Source: an optimization exercise on an open RTL-to-GDS flow (aim: a short achievable clock period and few clock cycles). Production flows keep margins and buffers that such runs may drop.
RTL that was checked went through simulation tests only; none was proved equivalent to the original.
Power figures rest on the tool's default switching activity, not on a simulated workload.

## the baseline
==> flow/design.v (excerpt) <==
module my_cpu(input clk,reset,
output[5:0] address,
output memWr,
output[7:0] writedata,
input [7:0] readdata,IN,
output [7:0] OUT,
output halted
);
Size: roughly 2,600 cells after synthesis.
Settings: LEC_CHECK=0, CAP_MARGIN=20, CORE_MARGIN=2, CORE_UTILIZATION=40, SETUP_SLACK_MARGIN=3.0, SLEW_MARGIN=20, SYNTH_HIERARCHICAL=1; clock period 5.0 ns.
run.sh (not shown) runs the stock make flow with config.mk's settings and CLKGATE_MAP_FILE= SYNTH_SCRIPT=/design/flow/synth_recipe.tcl, a recipe that flattens the netlist after the stock synthesis.
For the candidate, these inputs were changed with respect to the baseline:
-- flow/design.v --
<<< the baseline, line 178
xor8 ux (x, {c, 1'b1}, y);
endmodule
module amux_late(input clr, input [7:0] early, input [5:0] sel,
input [7:0] v0, v1, v2, v3, v4, v5, output [7:0] y);
assign y = {8{!clr}} & (early | ({8{sel[0]}} & v0) | ({8{sel[1]}} & v1) |
                                ({8{sel[2]}} & v2) | ({8{sel[3]}} & v3) |
                                ({8{sel[4]}} & v4) | ({8{sel[5]}} & v5));
endmodule
module shifter(a,sel,out);
>>> the candidate, line 178
xor8 ux (x, {c, 1'b1}, y);
endmodule
module amux_late(input clr, input [7:0] early, input [3:0] sel, input [7:0] v0, v1, v2, v3,
output [7:0] y);
assign y = {8{!clr}} & (early | ({8{sel[0]}} & v0) | ({8{sel[1]}} & v1) |
                                ({8{sel[2]}} & v2) | ({8{sel[3]}} & v3));
endmodule
module shifter(a,sel,out);
<<< the baseline, line 684
inc8 uinc (A, r_inc);
inc8 udec (~A, r_decn);
wire [5:0] l_sel = {x_in & ok, ldv, x_dec & ok, x_inc & ok, x_sub & ok, x_add & ok};
wire [9:0] a_sel = {hold,
                    x_opnd & ok, x_rot & ok, x_shr & ok, x_shl & ok,
                    x_not & ok, x_or & ok, x_and & ok, x_b & ok, 1'b0};
wire [10*8-1:0] a_val = {A,
                         opnd, {A[0], A[7:1]}, {1'b0, A[7:1]}, {A[6:0], 1'b0},
                         ~A, A | B, A & B, B, 8'd0};
wire [7:0] a_early, w_early, a_next, wd_next;
aomux #(10, 8) amx (a_sel, a_val, a_early);
aomux #(10, 8) wmx (a_sel, a_val, w_early);
amux_late aml (reset, a_early, l_sel, r_add, ~r_subn, r_inc, ~r_decn, d, IN, a_next);
amux_late wml (reset, w_early, l_sel, r_add, ~r_subn, r_inc, ~r_decn, d, IN, wd_next);
wire [9:0] n7_val;
generate for (gi = 0; gi < 10; gi = gi + 1) begin : nv
	assign n7_val[gi] = a_val[gi*8 + 7];
end endgenerate
wire n_early, nf_pre;
aomux #(10, 1) nmx7 (a_sel, n7_val, n_early);
aomux #(7, 1) nml ({l_sel, 1'b1}, {IN[7], d[7], ~r_decn[7], r_inc[7], ~r_subn[7], r_add[7], n_early}, nf_pre);
wire nf_next = !reset & nf_pre;
wire z_add;
addz8 uzadd (A, B, 1'b0, z_add);
wire [9:0] z_val = {zf,
                    opnd == 8'd0, zf, A[7:1] == 7'd0, A[6:0] == 7'd0,
                    A == 8'hff, (A | B) == 8'd0, (A & B) == 8'd0, B == 8'd0, 1'b0};
wire z_early, zf_pre;
aomux #(10, 1) zmx (a_sel, z_val, z_early);
aomux #(7, 1) zml ({l_sel, 1'b1}, {IN == 8'd0, d == 8'd0, A == 8'd1, A == 8'hff, A == B, z_add, z_early}, zf_pre);
wire zf_next = reset | zf_pre;
wire op_lda = hiv[1];
>>> the candidate, line 683
inc8 uinc (A, r_inc);
inc8 udec (~A, r_decn);
wire [3:0] l_sel4 = {x_dec & ok, x_inc & ok, x_sub & ok, x_add & ok};
wire [10:0] a_sel = {hold, ldv,
                     x_opnd & ok, x_in & ok, x_rot & ok, x_shr & ok, x_shl & ok,
                     x_not & ok, x_or & ok, x_and & ok, x_b & ok};
wire [11*8-1:0] a_val = {A, d,
                         opnd, IN, {A[0], A[7:1]}, {1'b0, A[7:1]}, {A[6:0], 1'b0},
                         ~A, A | B, A & B, B};
wire [7:0] a_early, w_early, a_next, wd_next;
aomux #(11, 8) amx (a_sel, a_val, a_early);
aomux #(11, 8) wmx (a_sel, a_val, w_early);
amux_late aml (reset, a_early, l_sel4, r_add, ~r_subn, r_inc, ~r_decn, a_next);
amux_late wml (reset, w_early, l_sel4, r_add, ~r_subn, r_inc, ~r_decn, wd_next);
wire [10:0] n7_val;
generate for (gi = 0; gi < 11; gi = gi + 1) begin : nv
	assign n7_val[gi] = a_val[gi*8 + 7];
end endgenerate
wire n_early, nf_pre;
aomux #(11, 1) nmx7 (a_sel, n7_val, n_early);
aomux #(5, 1) nml ({l_sel4, 1'b1}, {~r_decn[7], r_inc[7], ~r_subn[7], r_add[7], n_early}, nf_pre);
wire nf_next = !reset & nf_pre;
wire z_add;
addz8 uzadd (A, B, 1'b0, z_add);
wire [14:0] z_val = {zf, d == 8'd0,
                     opnd == 8'd0, IN == 8'd0, zf, A[7:1] == 7'd0, A[6:0] == 7'd0,
                     A == 8'hff, (A | B) == 8'd0, (A & B) == 8'd0, B == 8'd0,
                     A == 8'd1, A == 8'hff, A == B, z_add};
wire [14:0] z_sel = {a_sel, x_dec & ok, x_inc & ok, x_sub & ok, x_add & ok};
wire zf_pre;
aomux #(15, 1) zmx (z_sel, z_val, zf_pre);
wire zf_next = reset | zf_pre;
wire op_lda = hiv[1];
<<< the baseline, line 795
aomux #(6, 6) nmx (n_sel, n_val, addr_next);
aomux #(6, 6) nmxo (n_sel, n_val, addr_o_next);
wire [5:0] alt_next;
aomux #(NE, 6) lmx (hv, e_altk, alt_next);
wire [8*8-1:0] b_val;
generate for (gi = 0; gi < 8; gi = gi + 1) begin : bv
>>> the candidate, line 795
aomux #(6, 6) nmx (n_sel, n_val, addr_next);
aomux #(6, 6) nmxo (n_sel, n_val, addr_o_next);
wire [NE-1:0] l_sel = hv;
wire [5:0] alt_next;
aomux #(NE, 6) lmx (l_sel, e_altk, alt_next);
wire [8*8-1:0] b_val;
generate for (gi = 0; gi < 8; gi = gi + 1) begin : bv
Timing, DRC, antenna: 0 failures across the baseline and the candidate
The number of ordinary and repair buffers in the finished layout of the candidate exceeds that of the baseline by 2.
Of the two values seen for critical path capture point, nf was produced by the baseline and A[4] by the candidate.
On the candidate: worst hold slack is 11 ps higher than what the baseline gave.
For the candidate, the top layer reached by signal wires was met4, unlike the baseline, where it was met5.
Re clock network fraction of total power: the candidate is 0.6 points up on the baseline.
NOTE: switching power in the candidate falls short of that of the baseline
Comparing the baseline against the candidate, there is no change at all in final number of hold-violating endpoints.
Count of non-CTS inverters in the layout is lower on the baseline
Wire length of the first global-routing pass: the candidate vs the baseline — no meaningful difference
Multi-input gate share of the layout cell area: the candidate vs the baseline down 0.22 points
Between the baseline and the candidate, the share of final layout cell area taken by clock buffers and inverters figures differ only marginally.
The higher power density over the cells of the baseline and the candidate is in the baseline.
Looking only at combined area of all synthesized cells, and setting everything else aside, the lower value of the baseline and the candidate goes to the candidate.
Synthesized cell count is higher on the baseline
In the reports for the baseline and the candidate, the smaller worst-case setup slack after placement belongs to the baseline.
Testbench counts of the candidate, summed over its fixed seeds: cycles 52,909.
Function not checked in the baseline: the RTL went through the layout flow alone.

[separate check: timing with driven ports]
How much do the figures lean on ideal ports? The routed layouts below were timed once more, with nothing changed but the port constraints.
Step 1 sets driving cells, clkbuf_16 on the clock port and buf_2 on the other inputs (assumed; they add their load-dependent delay and slew).
Step 2 times the ports against the registers' clock, not the clock port: input delays grow and output delays shrink by t, the midpoint of the rising clock arrivals with the driver on.
Slacks: no drivers / after step 1 / after step 2; pairs: no drivers / after step 1.
run | shift t [ns] | slack for setup (ns) | worst setup path after step 2 | slew at the worst register clock pin (ns)
the baseline | 0.671 | 2.720 / 2.720 / 2.295 | input to register | 0.07 / 0.07
the candidate | 0.667 | 2.830 / 2.787 / 2.291 | input to register | 0.07 / 0.07
After both steps every run listed still meets setup and hold. The setup slack of the candidate, which loses most, moves by -0.043 ns with the drivers and by -0.539 ns with both steps.
